From an optimization exercise on the open Yosys and OpenROAD flow, aimed at small area; shortcuts taken in it are not production practice. Function was checked by simulation only, so behaviour that the tests miss may differ from the original. No activity file was given, so power comes from the tool's default toggle rates.

==> design/flow/config.mk <==
export PLATFORM = sky130hd
export DESIGN_NAME = Num24
export DESIGN_NICKNAME = Num24
export VERILOG_FILES = /design/flow/design.v
export SDC_FILE = /design/flow/constraint.sdc
export NUM_CORES = 4
export LEC_CHECK = 0
export ABC_AREA = 1
export CAP_MARGIN = 20
export CORE_MARGIN = 2
export CORE_UTILIZATION = 70
export CTS_BUF_LIST = sky130_fd_sc_hd__clkbuf_8
export CTS_CLUSTER_DIAMETER = 100
export CTS_CLUSTER_SIZE = 30
export SLEW_MARGIN = 20
==> design/flow/constraint.sdc <==
create_clock -name core_clock -period 18.0 [get_ports {clk}]
set_input_delay 3.6000 -clock core_clock [delete_from_list [all_inputs] [get_ports {clk}]]
set_output_delay 3.6000 -clock core_clock [all_outputs]
set_load 0.01 [all_outputs]
==> design/flow/design.v <==
module timebase(clk, rst, pix, en, rx, cx, ry, cy, hsync, vsync);
    input clk, rst;
    output pix, en;
    output reg [4:0] rx;
    output reg [5:0] cx;
    output reg [4:0] ry;
    output reg [4:0] cy;
    output hsync, vsync;
    localparam [5:0] CX_0 = 6'b000100;
    localparam [5:0] CX_10 = 6'b010100;
    localparam [5:0] CX_30 = 6'b110011;
    localparam [5:0] CX_32 = 6'b111001;
    localparam [5:0] CX_37 = 6'b111110;
    localparam [5:0] CX_39 = 6'b011000;
    localparam [4:0] CY_0 = 5'b11011;
    localparam [4:0] CY_24 = 5'b11000;
    localparam [4:0] CY_26 = 5'b11010;
    localparam [6:0] L_0 = 7'h01;
    localparam [6:0] L_31 = 7'h0B;
    localparam [6:0] L_93 = 7'h69;
    localparam [6:0] L_124 = 7'h70;
    reg [1:0] ph;
    reg [6:0] ln;
    function [4:0] inc5;
        input [4:0] x;
        integer i;
        reg c;
        begin
            c = 1'b1;
            for (i = 0; i < 5; i = i + 1) begin
                inc5[i] = x[i] ^ c;
                c = c & x[i];
            end
        end
    endfunction
    wire [1:0] cxd = cx[4:3];
    wire [1:0] cxk = cx[1:0];
    wire [1:0] cxk_inc = {cxk[1] ^ cxk[0], ~cxk[0]};
    wire [1:0] cxd_inc = {cxd[0], ~cxd[1] & ~cxd[0]};    
    reg [5:0] cx_inc;
    always @(*) begin
        if (cxd == 2'd3) begin
            if (!cx[5])
                cx_inc = CX_0;
            else if (cx[2:0] == 3'd7)
                cx_inc = CX_39;
            else
                cx_inc = {3'b111, cx[2] ^ (cx[1] & cx[0]), cxk_inc};
        end else if (!cx[2]) begin
            if (cxk != 2'd3)
                cx_inc = {cx[5:2], cxk_inc};
            else if (cxd == 2'd2)
                cx_inc = cx[5] ? {3'b111, 3'b000} : 6'b100100;
            else
                cx_inc = {cx[5], cxd_inc, 3'b100};
        end else begin
            if (cx[5] && cxd == 2'd0 && cxk == 2'd0)
                cx_inc = 6'b100101;
            else
                cx_inc = {cx[5:3], 3'b000};
        end
    end
    wire [2:0] cyi = cy[2:0];
    wire [2:0] cyi_inc = {cyi[2] ^ (cyi[1] & cyi[0]), cyi[1] ^ cyi[0], ~cyi[0]};
    reg [4:0] cy_inc;
    always @(*) begin
        if (cy[4:3] == 2'd3) begin
            if (cyi == 3'd3)
                cy_inc = 5'b00000;
            else if (cyi == 3'd5)
                cy_inc = 5'b01000;
            else
                cy_inc = {2'b11, cyi_inc};
        end else if (cyi == 3'd6) begin
            case (cy[4:3])
                2'd0: cy_inc = 5'b11100;
                2'd1: cy_inc = 5'b10000;
                default: cy_inc = 5'b11000;
            endcase
        end else
            cy_inc = {cy[4:3], cyi_inc};
    end
    assign pix = (ph == 2'd1);
    wire rx_end = (rx == 5'd19);
    wire x_end = rx_end && (cx == CX_39);
    wire y_step = (ry == 5'd19) || (cy == CY_26 && ry == 5'd4);
    always @(posedge clk) begin
        if (rst) begin
            ph <= 2'd0;
            rx <= 5'd0;
            cx <= CX_0;
            ry <= 5'd0;
            cy <= CY_0;
            ln <= L_0;
        end else begin
            ph <= {ph[1] ^ ph[0], ~ph[0]};
            if (pix) begin
                if (rx_end) begin
                    rx <= 5'd0;
                    cx <= cx_inc;
                end else
                    rx <= inc5(rx);
                if (x_end) begin
                    ln <= (ln == L_124) ? L_0 : {ln[5:0], ln[6] ^ ln[5]};
                    if (y_step) begin
                        ry <= 5'd0;
                        cy <= cy_inc;
                    end else
                        ry <= inc5(ry);
                end
            end
        end
    end
    assign en = (ph == 2'd3) && (rx == 5'd0) &&
         ((ln == L_31 && cx == CX_10) || (ln == L_93 && cx == CX_30));
    wire hs_lo = (cx == CX_32 && rx[4]) ||                           
                 (cx[5:3] == 3'b111 && (cx[2] ^ cx[1])) ||            
                 (cx == CX_37 && !(rx[4] || (rx[3] && rx[2])));       
    assign hsync = !hs_lo;
    wire sx0 = (cx == CX_0) && (rx == 5'd0);
    assign vsync = !((cy == CY_24) && (sx0 ? (ry == 5'd10 || ry == 5'd11) : (ry == 5'd9 || ry == 5'd10)));
endmodule
module keypad(clk, rst, JA_row, JA_col, dk, dk_chg);
    input clk, rst;
    input [3:0] JA_row;
    output [3:0] JA_col;
    output reg [3:0] dk;
    output dk_chg;       
    reg [16:0] kr;
    reg [1:0] kc;
    reg kfirst;
    localparam [16:0] S_0 = 17'h00001;
    localparam [16:0] S_7 = 17'h00080;
    localparam [16:0] S_8 = 17'h00100;
    localparam [16:0] S_99999 = 17'h0FCBC;
    localparam [16:0] S_100008 = 17'h17919;
    wire kwrap = (kc == 2'd3) ? (kr == S_100008) : (kr == S_99999);
    wire ksamp = (kr == S_7);
    reg khit;
    reg [3:0] kkey;
    always @(*) begin
        khit = 1'b1;
        kkey = 4'd0;
        case (JA_row)
            4'b0111: case (kc) 2'd0: kkey = 4'h1; 2'd1: kkey = 4'h2; 2'd2: kkey = 4'h3; default: kkey = 4'hA; endcase
            4'b1011: case (kc) 2'd0: kkey = 4'h4; 2'd1: kkey = 4'h5; 2'd2: kkey = 4'h6; default: kkey = 4'hB; endcase
            4'b1101: case (kc) 2'd0: kkey = 4'h7; 2'd1: kkey = 4'h8; 2'd2: kkey = 4'h9; default: kkey = 4'hC; endcase
            4'b1110: case (kc) 2'd0: kkey = 4'h0; 2'd1: kkey = 4'hF; 2'd2: kkey = 4'hE; default: kkey = 4'hD; endcase
            default: khit = 1'b0;
        endcase
    end
    wire load = ksamp && khit;
    assign dk_chg = load && (kkey != dk);
    always @(posedge clk) begin
        if (rst) begin
            kr <= S_8;
            kc <= 2'd3;
            kfirst <= 1'b1;
            dk <= 4'd0;
        end else begin
            if (kwrap) begin
                kr <= S_0;
                kc <= {kc[1] ^ kc[0], ~kc[0]};
                kfirst <= 1'b0;
            end else
                kr <= {kr[15:0], kr[16] ^ kr[13]};
            if (load)
                dk <= kkey;
        end
    end
    assign JA_col = kfirst ? 4'b1111 : ~(4'b1000 >> kc);
endmodule
module game(clk, rst, en, START, RESTART, dk, dk_chg, n0, n1, n2, n3, valid, st, s1r, s2r);
    input clk, rst, en, START, RESTART;
    input [3:0] dk;
    input dk_chg;
    output reg [9:0] n0, n1, n2, n3;
    output reg [3:0] valid;
    output reg [2:0] st;
    output reg [1:0] s1r, s2r;
    reg sd, rd;
    always @(posedge clk) begin
        if (rst) begin
            sd <= 1'b0;
            rd <= 1'b0;
        end else if (en) begin
            sd <= START;
            rd <= RESTART;
        end
    end
    reg enabled;
    reg [3:0] lfsr;
    always @(posedge clk) begin
        if (sd && !enabled) begin
            lfsr <= {lfsr[2:0], ~(lfsr[3] ^ lfsr[2])};
            enabled <= 1'b1;
        end else if (rst) begin
            lfsr <= 4'b1010;
            enabled <= 1'b0;
        end else if (!sd)
            enabled <= 1'b0;
    end
    reg chg;
    always @(posedge clk)
        chg <= !rst && ((en && ((START ^ sd) || (RESTART ^ rd))) || dk_chg);
    reg [1:0] op;
    reg [3:0] oidx;    
    wire [3:0] ri = sd ? lfsr : oidx;
    reg [15:0] rom;
    always @(*) begin
        case (ri)
            4'd0:  rom = {4'd2, 4'd4, 4'd8, 4'd10};
            4'd1:  rom = {4'd2, 4'd6, 4'd12, 4'd13};
            4'd2:  rom = {4'd3, 4'd5, 4'd7, 4'd13};
            4'd3:  rom = {4'd3, 4'd6, 4'd6, 4'd11};
            4'd4:  rom = {4'd1, 4'd3, 4'd7, 4'd12};
            4'd5:  rom = {4'd7, 4'd8, 4'd9, 4'd10};
            4'd6:  rom = {4'd2, 4'd6, 4'd11, 4'd12};
            4'd7:  rom = {4'd3, 4'd4, 4'd8, 4'd13};
            4'd8:  rom = {4'd3, 4'd6, 4'd10, 4'd10};
            4'd9:  rom = {4'd4, 4'd4, 4'd9, 4'd12};
            4'd10: rom = {4'd4, 4'd6, 4'd7, 4'd9};
            4'd11: rom = {4'd5, 4'd6, 4'd11, 4'd13};
            4'd12: rom = {4'd8, 4'd8, 4'd11, 4'd12};
            4'd13: rom = {4'd11, 4'd12, 4'd12, 4'd13};
            4'd14: rom = {4'd7, 4'd8, 4'd10, 4'd13};
            default: rom = sd ? {4'd7, 4'd8, 4'd10, 4'd13} : 16'd0;
        endcase
    end
    wire dnum = (dk >= 4'd1) && (dk <= 4'd4);
    wire [1:0] dsel = dk[1:0] - 2'd1;
    wire isnum = dnum && valid[dsel];
    wire isop = (dk >= 4'd10) && (dk <= 4'd13);
    wire [1:0] dop = dk[1:0] - 2'd2;
    reg [9:0] a, b;
    always @(*) begin
        case (s1r) 2'd0: a = n0; 2'd1: a = n1; 2'd2: a = n2; default: a = n3; endcase
        case (s2r) 2'd0: b = n0; 2'd1: b = n1; 2'd2: b = n2; default: b = n3; endcase
    end
    wire [9:0] res;
    alu alu_i(.a(a), .b(b), .op(op), .y(res));
    wire [1:0] ssm = (s1r < s2r) ? s1r : s2r;
    wire [1:0] slg = (s1r > s2r) ? s1r : s2r;
    always @(posedge clk) begin
        if (rst) begin
            st <= 3'd0;
            n0 <= 10'd0;
            n1 <= 10'd0;
            n2 <= 10'd0;
            n3 <= 10'd0;
            valid <= 4'hF;
            oidx <= 4'hF;
        end else if (chg) begin
            if (sd || rd) begin
                st <= 3'd0;
                n0 <= {6'd0, rom[15:12]};
                n1 <= {6'd0, rom[11:8]};
                n2 <= {6'd0, rom[7:4]};
                n3 <= {6'd0, rom[3:0]};
                valid <= 4'hF;
                if (sd)
                    oidx <= (lfsr == 4'hF) ? 4'hE : lfsr;
            end else begin
                case (st)
                    3'b000, 3'b001: begin
                        if (isnum) begin
                            s1r <= dsel;
                            st <= {1'b1, 1'b0, st[0]};
                        end else if (isop) begin
                            op <= dop;
                            st <= 3'b001;
                        end
                    end
                    3'b100, 3'b101: begin
                        if (isnum) begin
                            s2r <= dsel;
                            st <= {2'b11, st[0]};
                        end else if (isop) begin
                            op <= dop;
                            st <= 3'b101;
                        end
                    end
                    3'b110: begin
                        if (isnum) begin
                            s1r <= dsel;
                            st <= 3'b100;
                        end else if (isop) begin
                            op <= dop;
                            st <= 3'b111;
                        end
                    end
                    3'b111: begin
                        case (ssm)
                            2'd0: n0 <= res;
                            2'd1: n1 <= res;
                            2'd2: n2 <= res;
                            default: n3 <= res;
                        endcase
                        valid[slg] <= 1'b0;
                        st <= 3'b000;
                    end
                    default: st <= 3'b000;
                endcase
            end
        end
    end
endmodule
module alu(a, b, op, y);
    input [9:0] a, b;
    input [1:0] op;
    output reg [9:0] y;
    wire sub = op[0];
    wire [10:0] ac;
    wire [9:0] as;
    assign ac[0] = sub;
    genvar i, j, k;
    generate
        for (j = 0; j < 10; j = j + 1) begin : g_add
            wire bb = b[j] ^ sub;
            assign as[j] = a[j] ^ bb ^ ac[j];
            assign ac[j+1] = (a[j] & bb) | (a[j] & ac[j]) | (bb & ac[j]);
        end
    endgenerate
    wire [9:0] ms [0:9];
    wire [9:0] mc [0:9];
    wire [9:0] mp;
    generate
        for (j = 0; j < 10; j = j + 1) begin : g_m0
            assign ms[0][j] = a[j] & b[0];
            assign mc[0][j] = 1'b0;
        end
        for (i = 1; i < 10; i = i + 1) begin : g_mr
            for (j = 0; j < 10; j = j + 1) begin : g_mc
                if (j < i) begin : g_pass
                    assign ms[i][j] = ms[i-1][j];
                    assign mc[i][j] = 1'b0;
                end else begin : g_fa
                    wire pp = a[j-i] & b[i];
                    wire x = ms[i-1][j];
                    wire ci = (j > 0) ? mc[i-1][j-1] : 1'b0;
                    assign ms[i][j] = x ^ pp ^ ci;
                    assign mc[i][j] = (x & pp) | (x & ci) | (pp & ci);
                end
            end
        end
    endgenerate
    wire [10:0] mr;
    assign mr[0] = 1'b0;
    generate
        for (j = 0; j < 10; j = j + 1) begin : g_mf
            wire cc = (j > 0) ? mc[9][j-1] : 1'b0;
            assign mp[j] = ms[9][j] ^ cc ^ mr[j];
            assign mr[j+1] = (ms[9][j] & cc) | (ms[9][j] & mr[j]) | (cc & mr[j]);
        end
    endgenerate
    wire [9:0] dq = (b == 10'd0) ? 10'h3FF : a / b;
    always @(*) begin
        case (op)
            2'd0, 2'd1: y = as;
            2'd2: y = mp;
            default: y = dq;
        endcase
    end
endmodule
module bin2dec(n, h, t, o);
    input [9:0] n;
    output [3:0] h, t, o;
    function [3:0] a3;
        input [3:0] x;
        case (x)
            4'd0: a3 = 4'd0;
            4'd1: a3 = 4'd1;
            4'd2: a3 = 4'd2;
            4'd3: a3 = 4'd3;
            4'd4: a3 = 4'd4;
            4'd5: a3 = 4'd8;
            4'd6: a3 = 4'd9;
            4'd7: a3 = 4'd10;
            4'd8: a3 = 4'd11;
            4'd9: a3 = 4'd12;
            default: a3 = 4'bxxxx;
        endcase
    endfunction
    integer i;
    reg [25:0] s;
    always @(*) begin
        s = {16'd0, n};
        for (i = 0; i < 10; i = i + 1) begin
            s[13:10] = a3(s[13:10]);
            s[17:14] = a3(s[17:14]);
            s[21:18] = a3(s[21:18]);
            s = s << 1;
        end
    end
    assign h = s[22] ? 4'd10 : s[21:18];
    assign t = s[17:14];
    assign o = s[13:10];
endmodule
module display(clk, rst, pix, cx, cy, n0, n1, n2, n3, valid, st, s1r, s2r, px_r, px_gb);
    input clk, rst, pix;
    input [5:0] cx;
    input [4:0] cy;
    input [9:0] n0, n1, n2, n3;
    input [3:0] valid;
    input [2:0] st;
    input [1:0] s1r, s2r;
    output reg px_r, px_gb;
    wire one_left = (valid == 4'b0001);
    wire is24 = (n0 == 10'd24);
    wire win = one_left && is24;
    wire lose = one_left && !is24;
    wire hl1 = valid[s1r] && st[2];
    wire hl2 = valid[s2r] && st[1];
    wire xin = !cx[2] && (cx[4:3] != 2'd3);    
    wire xright = cx[5];                       
    wire [1:0] xdig = cx[4:3];                 
    wire [1:0] ix = cx[1:0];
    wire yrow0 = (cy[4:3] == 2'd0);
    wire yrow1 = (cy[4:3] == 2'd1);
    wire ybox = (cy[4:3] == 2'd2);
    wire [2:0] iy = cy[2:0];
    wire innum = xin && (yrow0 || yrow1);
    wire inbox = ybox && (cx[5:2] == 4'b0010);    
    wire [1:0] pos = innum ? {yrow1, xright} : 2'd0;
    reg [9:0] nsel;
    always @(*) begin
        case (pos) 2'd0: nsel = n0; 2'd1: nsel = n1; 2'd2: nsel = n2; default: nsel = n3; endcase
    end
    wire [3:0] d_h, d_t, d_o;
    bin2dec bin2dec_i(.n(nsel), .h(d_h), .t(d_t), .o(d_o));
    reg [3:0] code;
    always @(*) begin
        code = 4'hF;
        if (innum) begin
            if (valid[pos])
                case (xdig) 2'd0: code = d_h; 2'd1: code = d_t; default: code = d_o; endcase
        end else if (inbox)
            code = win ? 4'd11 : (lose ? 4'd10 : 4'd15);
    end
    wire ix0 = (ix == 2'd0);
    wire ix3 = (ix == 2'd3);
    wire sa = (iy == 3'd0);
    wire iy_le3 = !iy[2];
    wire iy_ge3 = iy[2] || (iy[1] && iy[0]);
    wire sb = ix3 && iy_le3;
    wire sc = ix3 && iy_ge3;
    wire sd_ = (iy == 3'd6);
    wire se = ix0 && iy_ge3;
    wire sf = ix0 && iy_le3;
    wire sg = (iy == 3'd3);
    reg disp;
    always @(*) begin
        case (code)
            4'd0: disp = sa | sb | sc | sd_ | se | sf;
            4'd1: disp = sb | sc;
            4'd2: disp = sa | sb | sg | se | sd_;
            4'd3: disp = sa | sb | sg | sc | sd_;
            4'd4: disp = sf | sg | sb | sc;
            4'd5, 4'd11: disp = sa | sf | sg | sc | sd_;
            4'd6: disp = sa | sf | sg | sc | sd_ | se;
            4'd7: disp = sa | sb | sc;
            4'd8: disp = sa | sb | sc | sd_ | se | sf | sg;
            4'd9: disp = sa | sb | sc | sd_ | sf | sg;
            4'd10: disp = sa | sf | sg | se;
            default: disp = 1'b0;
        endcase
    end
    wire hl = (hl1 && pos == s1r) || (hl2 && pos == s2r);
    always @(posedge clk) begin
        if (rst) begin
            px_r <= 1'b0;
            px_gb <= 1'b0;
        end else if (pix) begin
            px_r <= disp;
            px_gb <= disp && !hl;
        end
    end
endmodule
module Num24(clk, rst, JA_row, JA_col, START, RESTART, red, green, blue, hsync, vsync);
    input clk;
    input rst;
    input [3:0] JA_row;   
    output [3:0] JA_col;  
    input START, RESTART;
    output [2:0] red;
    output [2:0] green;
    output [1:0] blue;
    output hsync, vsync;
    wire pix, en;
    wire [4:0] rx, ry, cy;
    wire [5:0] cx;
    timebase timebase_i(.clk(clk), .rst(rst), .pix(pix), .en(en), .rx(rx), .cx(cx), .ry(ry), .cy(cy),
                        .hsync(hsync), .vsync(vsync));
    wire [3:0] dk;
    wire dk_chg;
    keypad keypad_i(.clk(clk), .rst(rst), .JA_row(JA_row), .JA_col(JA_col), .dk(dk), .dk_chg(dk_chg));
    wire [9:0] n0, n1, n2, n3;
    wire [3:0] valid;
    wire [2:0] st;
    wire [1:0] s1r, s2r;
    game game_i(.clk(clk), .rst(rst), .en(en), .START(START), .RESTART(RESTART), .dk(dk), .dk_chg(dk_chg),
                .n0(n0), .n1(n1), .n2(n2), .n3(n3), .valid(valid), .st(st), .s1r(s1r), .s2r(s2r));
    wire px_r, px_gb;
    display display_i(.clk(clk), .rst(rst), .pix(pix), .cx(cx), .cy(cy), .n0(n0), .n1(n1), .n2(n2), .n3(n3),
                      .valid(valid), .st(st), .s1r(s1r), .s2r(s2r), .px_r(px_r), .px_gb(px_gb));
    assign red = {3{px_r}};
    assign green = {3{px_gb}};
    assign blue = {2{px_gb}};
endmodule
==> design/flow/run.sh <==
#!/bin/bash
# synth_recipe.tcl (not shown) runs the flow's synth.tcl, then flattens the netlist and writes it again
# the make line also repeats each setting of config.mk as NAME=value (left out here)
make -C /OpenROAD-flow-scripts/flow DESIGN_CONFIG=/design/flow/config.mk WORK_HOME=/design/flow/orfs CLKGATE_MAP_FILE= SYNTH_SCRIPT=/design/flow/synth_recipe.tcl finish
==> results of run 1 <==
[power by group]
part / switching (mW) / internal (mW)
Combinational: 0.0105 / 0.00542
Sequential: 0.00147 / 0.273
Clock: 0.109 / 0.125
Total: 0.121 / 0.403
[per-stage QoR]
stage                     total power, mW  hold WS (ns)  area, um^2  TNS [ns]
after global placement              0.295         0.431       12300         0
after floorplan                     0.291         0.421       11900         0
after detailed placement            0.296         0.439       12300    -0.527
final                               0.524         0.452       12900         0
after global routing                0.538         0.472       12900    -0.884
after CTS                           0.526         0.450       12700         0
[layout by cell type (no fill, tap or decap), types with 7 or more instances in the layout]
cell type and n:
nor3_1 22, a21oi_1 99, nand2_1 304, nand3_2 10
edfxtp_1 10, nor4_1 9, o21ai_1 22, nand3_1 70
dfxtp_1 111, o21ai_0 145, inv_1 225, inv_2 23
o22ai_1 22, xnor2_1 29, nand2_4 7, clkdlybuf4s50_1 21
o2111ai_1 11, or2_2 8, fa_1 36, o211ai_1 13
o21a_1 12, xor2_1 39, a21o_1 14, buf_4 38
nor2_4 7, a31oi_1 17, clkbuf_8 18, nor2_1 180
o21bai_1 10, a211oi_1 16, o21ai_2 9, nand4_1 18
ha_1 99, nand2_2 16
[metal layers]
metal	GRT usage [%]	share of wire, %	up-vias
met4	10.1	1.8	0
met1	47.9	43	5572
met5	0	0	-
met2	56.2	45	551
li1	-	-	5871
met3	8.35	9.5	62
[final cells by class]
cell class	instances	area share, %
flip-flops and latches	121	19.5
repair buffers	60	3.99
clock inverters	13	1.01
inverters	255	7.48
clock buffers	18	1.92
well taps	220	2.13
multi-input cells	1307	63.9
[worst max-delay path: cells and delay by family (launching register included)]
family          cells  cell delay, ns
compound gates     53            8.02
buf+inv            12            1.24
simple gates       30            3.92
mux                 1            0.34
flops               1            0.50
fa+ha+maj           9            2.77
[state kept, by name, indices dropped and copies added (netlist names), 3 cells and up]
name	count
game_i.oidx	4
timebase_i.ry	5
game_i.st	3
game_i.valid	4
game_i.n0	10
game_i.lfsr	4
timebase_i.cx	6
timebase_i.rx	5
game_i.n1	10
timebase_i.cy	5
game_i.n2	10
game_i.n3	10
keypad_i.kr	17
keypad_i.dk	4
timebase_i.ln	7
[what timing repair did]
item | CTS | global route
resized for setup | 2 | 27
buffers inserted | 0 | 22
endpoints found under the setup margin | 4 | 8
pin swaps | 0 | 6
[worst paths after layout]
path / start / to / slack (ns)
max: game_i.s2r[0]$_DFFE_PP_ / game_i.n3[0]$_SDFFE_PP0P_ / 1.08
max reg2reg: game_i.s2r[0]$_DFFE_PP_ / game_i.n3[0]$_SDFFE_PP0P_ / 1.08
min: keypad_i.kr[14]$_SDFF_PP0_ / keypad_i.kr[15]$_SDFF_PP0_ / 0.45
min reg2reg: keypad_i.kr[14]$_SDFF_PP0_ / keypad_i.kr[15]$_SDFF_PP0_ / 0.45
[kinds of logic (layout without fill, tap and decap cells)]
family | after synthesis | after routing | share of synthesized area, %
AND/OR/NAND/NOR | 673 | 673 | 25.5
multiplexers | 1 | 1 | 0.0948
AO/OA/AOI/OAI | 430 | 430 | 21.7
adder cells (fa/ha/maj) | 135 | 135 | 16.5
flip-flops | 121 | 121 | 21.2
buffers and inverters | 305 | 346 | 10.1
XOR/XNOR | 68 | 68 | 5.01
==> results_dict.tcl, run 1 <==
set metrics [dict create \
    worstMarginPinSlew_ns 1.10 \
    cp.arrival_ns 17.22 \
    dpl_worst_slack_ns -0.152 \
    io_buffer_count 21 \
    synthTopCellsByCount "nand2_1 (306), inv_1 (230), nor2_1 (183)" \
    fin_nets 1905 \
    avgRoutedWirePerCell_um 16.2 \
    dp_cells 1941 \
    yosysWarnings 6 \
    chipWidth_um 134 \
    grt_overflow 0 \
    cpMostUsedCell "nand2_1" \
    synth_area_leader_cell "dfxtp_1" \
    synth.most_common_cell "nand2_1" \
    path_max_fanout 14 \
    status "finished clean" \
    vias 12056 \
    maxCapViolations 0 \
    power_density_mw_per_mm2 40.6 \
    path_clk_slew_ns 0.08 \
    numClockSinks 121 \
    whs_path_depth 2 \
    slew_headroom_pct 26.3 \
    slew_viol_final 0 \
    rows 47 \
    synth_area_leaders "dfxtp_1 (19%), ha_1 (10%), nand2_1 (9.7%)" \
    start_kind "flop" \
    leakagePower_nw 6.04 \
    numCtsBuffers 17 \
    synthArstFlopShare_pct 0 \
    grt_max_degree 59 \
    multi_input_area_mm2 0.00825 \
    syn_nets 1876 \
    gp_congestion 0.989 \
    drt_iter0_drc 1045 \
    regArea_mm2 0.00252 \
    vdd_drop_max_mv 0.0526 \
    fmax_ghz 0.0591 \
    critPathCaptureType "flop" \
    yosysTopAreaCellShare_pct 18.7 \
    dr.pass1.iters 7 \
    hpwlAfterDp_um 24300 \
    die_h_um 134 \
    fillCellCount 1299 \
    synth.avg_cell_area_um2 6.86 \
    area_growth_pct 8.67 \
    synth-seq-cells 121 \
    cts_hold_buffers 0 \
    cts-htree-levels 4 \
    reg2reg_depth 105 \
    seq_area_frac_synth_pct 21.2 \
    grt_antenna_before_repair 0 \
    ant_nets 0 \
    syn-instance-count 1733 \
    clock_skew_ns 0.0146 \
    io_pins 22 \
    wirelength_um 32300 \
    cts_buffer_depth 2 \
    setup_slack_ns 1.08 \
    finalSetupViolCount 0 \
    synth_flop_cell "dfxtp_1" \
    layout-drive-gt1-share_pct 10.1 \
    cts_tree "built" \
    antenna_cells 0 \
    vias_per_cell 6.05 \
    core_area_mm2 0.0166 \
    synth_area_mm2 0.0119 \
    cpPeakStageDelay_ns 0.50 \
    die-area_mm2 0.0180 \
    track_usage_pct 35.3 \
    crit_slowest_cell "edfxtp_1" \
    critPathRequiredTime_ns 18.30 \
    final_cells 1994 \
    initial_core_util_pct 71.6 \
    drc_errors 0 \
    period_share_pct 94.0 \
    fin_crit_ns 16.92 \
    clk_latency_ns 0.45 \
    grt_pass1_wl_um 51700 \
    hp-class "flop to flop" \
    grt_pass1_vias 10932 \
    final_core_util_pct 77.9 \
    crit_type "flop to flop" \
    ys_types 62 \
    synth_edf_count 10 \
    clock-root-buffer "clkbuf_8" \
    finalHoldViolations 0 \
]
==> run 2, diff against run 1 <==
--- a/design/flow/config.mk
+++ b/design/flow/config.mk
@@ -11,5 +11,3 @@
 export CORE_UTILIZATION = 70
 export CTS_BUF_LIST = sky130_fd_sc_hd__clkbuf_8
-export CTS_CLUSTER_DIAMETER = 100
-export CTS_CLUSTER_SIZE = 30
 export SLEW_MARGIN = 20
==> results_dict.tcl, run 2 <==
set metrics [dict create \
    grt_max_degree 59 \
    cpMostUsedCell "nand2_1" \
    cts_hold_buffers 0 \
    hpwlAfterDp_um 24300 \
    cts_buffer_depth 2 \
    rows 47 \
    core_area_mm2 0.0166 \
    cpPeakStageDelay_ns 0.50 \
    numCtsBuffers 17 \
    yosysTopAreaCellShare_pct 18.7 \
    antenna_cells 0 \
    synth_xor_area_share_pct 5.01 \
    synth_compound_area_share_pct 21.7 \
    synth_adder_area_share_pct 16.5 \
    clock_skew_ns 0.0146 \
    worstMarginPinSlew_ns 1.10 \
    wirelength_um 32300 \
    ys_types 62 \
    io_buffer_count 21 \
    yosys.area_share.simple_pct 25.5 \
    synth_area_mm2 0.0119 \
    final_cell_area_mm2 0.0129 \
    track_usage_pct 35.3 \
    power_mw 0.524 \
    gp_congestion 0.989 \
    critPathCaptureType "flop" \
    synth_edf_count 10 \
    numClockSinks 121 \
    grt.busiest_layer "met2" \
    seq_area_frac_synth_pct 21.2 \
    leakagePower_nw 6.04 \
    fin_nets 1905 \
    synth_area_leader_cell "dfxtp_1" \
    syn-instance-count 1733 \
    synth_mux_area_share_pct 0.0948 \
    synth-seq-cells 121 \
    largest_register_ffs 17 \
    status "finished clean" \
    multi_input_area_mm2 0.00825 \
    synthTopCellsByCount "nand2_1 (306), inv_1 (230), nor2_1 (183)" \
    synth_area_leaders "dfxtp_1 (19%), ha_1 (10%), nand2_1 (9.7%)" \
    die_h_um 134 \
    critPathRequiredTime_ns 18.30 \
    drc_errors 0 \
    synthArstFlopShare_pct 0 \
    maxCapViolations 0 \
    dr.pass1.iters 7 \
    finalSetupViolCount 0 \
    die-area_mm2 0.0180 \
    period_share_pct 94.0 \
    cts_tree "built" \
    fin_crit_ns 16.92 \
    synth_flop_cell "dfxtp_1" \
    crit_type "flop to flop" \
    clock-root-buffer "clkbuf_8" \
    gr-usage-met1_pct 47.9 \
    yosysWarnings 6 \
    final_common_cell "nand2_1" \
    area_growth_pct 8.67 \
    gr-usage-met2_pct 56.2 \
    start_kind "flop" \
    hp-class "flop to flop" \
    synth.most_common_cell "nand2_1" \
    grt_overflow 0 \
    synth.avg_cell_area_um2 6.86 \
    dpl_cell_area_mm2 0.0123 \
    drt_iter0_drc 1045 \
    vias 12056 \
    vdd_drop_max_mv 0.0526 \
    fillCellCount 1299 \
    crit_slowest_cell "edfxtp_1" \
    grt_pass1_vias 10932 \
    io_pins 22 \
    slew_headroom_pct 26.3 \
    cp.arrival_ns 17.22 \
    ant_nets 0 \
    regArea_mm2 0.00252 \
    power_density_mw_per_mm2 40.6 \
    initial_core_util_pct 71.6 \
    synth_top_family_by_area "simple AND/OR/NAND/NOR gates" \
    grt_pass1_wl_um 51700 \
    cts-htree-levels 4 \
    syn_nets 1876 \
    chipWidth_um 134 \
    global_route.usage.met3_pct 8.35 \
    avgRoutedWirePerCell_um 16.2 \
    top_register "keypad_i.kr" \
    layout-drive-gt1-share_pct 10.1 \
    clk_latency_ns 0.45 \
    slew_viol_final 0 \
    finalHoldViolations 0 \
    grt_antenna_before_repair 0 \
    path_clk_slew_ns 0.08 \
    final_cell_mix "nand2_1 (304), inv_1 (225), nor2_1 (180)" \
    path_max_fanout 14 \
    vias_per_cell 6.05 \
    fmax_ghz 0.0591 \
]
[run 2: repair_timing]
action,CTS,global route
resized for setup,2,27
pin swaps,0,6
endpoints found under the setup margin,4,8
setup buffers,0,22
[run 2: cells by family (layout without fill, tap and decap cells)]
kind of cell / count (synthesis) / count (layout)
AND/OR/NAND/NOR: 673 / 673
buffers and inverters: 305 / 346
adder cells (fa/ha/maj): 135 / 135
XOR/XNOR: 68 / 68
AO/OA/AOI/OAI: 430 / 430
flip-flops: 121 / 121
multiplexers: 1 / 1
[run 2: final timing paths]
path                         startpoint                          to  slack (ns)  cells past startpoint
max             game_i.s2r[0]$_DFFE_PP_   game_i.n3[0]$_SDFFE_PP0P_        1.08                    105
min          keypad_i.kr[14]$_SDFF_PP0_  keypad_i.kr[15]$_SDFF_PP0_        0.45                      2
max reg2reg     game_i.s2r[0]$_DFFE_PP_   game_i.n3[0]$_SDFFE_PP0P_        1.08                    105
min reg2reg  keypad_i.kr[14]$_SDFF_PP0_  keypad_i.kr[15]$_SDFF_PP0_        0.45                      2
[run 2: worst max-delay path: cells and delay by family (launching register included)]
kind                       cells  cell delay [ns]
buffers and inverters         12             1.24
AOI/OAI and AO/OA             53             8.02
and+or+nand+nor               30             3.92
muxes                          1             0.34
DFF                            1             0.50
adders and majority gates      9             2.77
[run 2: power by group]
group / total (mW) / switching (mW) / leakage [nW] / internal [mW]
Sequential: 0.274 / 0.00147 / 0.976 / 0.273
Combinational: 0.0160 / 0.0105 / 4.87 / 0.00542
Clock: 0.234 / 0.109 / 0.192 / 0.125
Total: 0.524 / 0.121 / 6.04 / 0.403
[run 2: final cells by class]
type | instances | share of cell area, %
Multi-Input combinational cell | 1307 | 63.9
Tap cell | 220 | 2.13
Sequential cell | 121 | 19.5
Clock inverter | 13 | 1.01
Clock buffer | 18 | 1.92
Inverter | 255 | 7.48
Timing Repair Buffer | 60 | 3.99
[run 2: per-layer routing]
metal | part of all wire (%) | vias up | routed length (um)
met3 | 9.5 | 62 | 3070
li1 | - | 5871 | -
met1 | 43 | 5572 | 13900
met4 | 1.8 | 0 | 593
met2 | 45 | 551 | 14700
met5 | 0 | - | 0
[run 2: stage by stage]
step / hold slack [ns] / setup slack, ns / util [%] / instances / TNS (ns)
after CTS: 0.450 / 0.0597 / 76.3 / 1972 / 0
after floorplan: 0.421 / 1.34 / - / 1733 / 0
after detailed placement: 0.439 / -0.152 / 74.0 / 1941 / -0.527
final: 0.452 / 1.08 / 77.9 / 1994 / 0
after global routing: 0.472 / -0.236 / 77.9 / 1994 / -0.884
after global placement: 0.431 / 0.857 / 74.0 / 1941 / 0

static timing again, ports no longer ideal:
The results above use ideal ports. As a check the final layouts listed here were re-extracted and re-timed, cells and wires unchanged. Step 1 assumes that a clkbuf_16 drives the clock port and a buf_2 every other input. Step 2, shift: input delay + t, output delay - t, t = (earliest + latest rising clock arrival at the registers) / 2. This alone moves slack from input paths to output paths. a / b / c = ideal / step 1 / step 2; a / b = the first two.
run	t, ns	slack for setup (ns)	latest minus earliest clock arrival (ns)
run 1	0.477	1.081 / 1.081 / 1.081	0.015 / 0.016
run 2	0.477	1.081 / 1.081 / 1.081	0.015 / 0.016
After both steps every run listed still meets setup and hold.
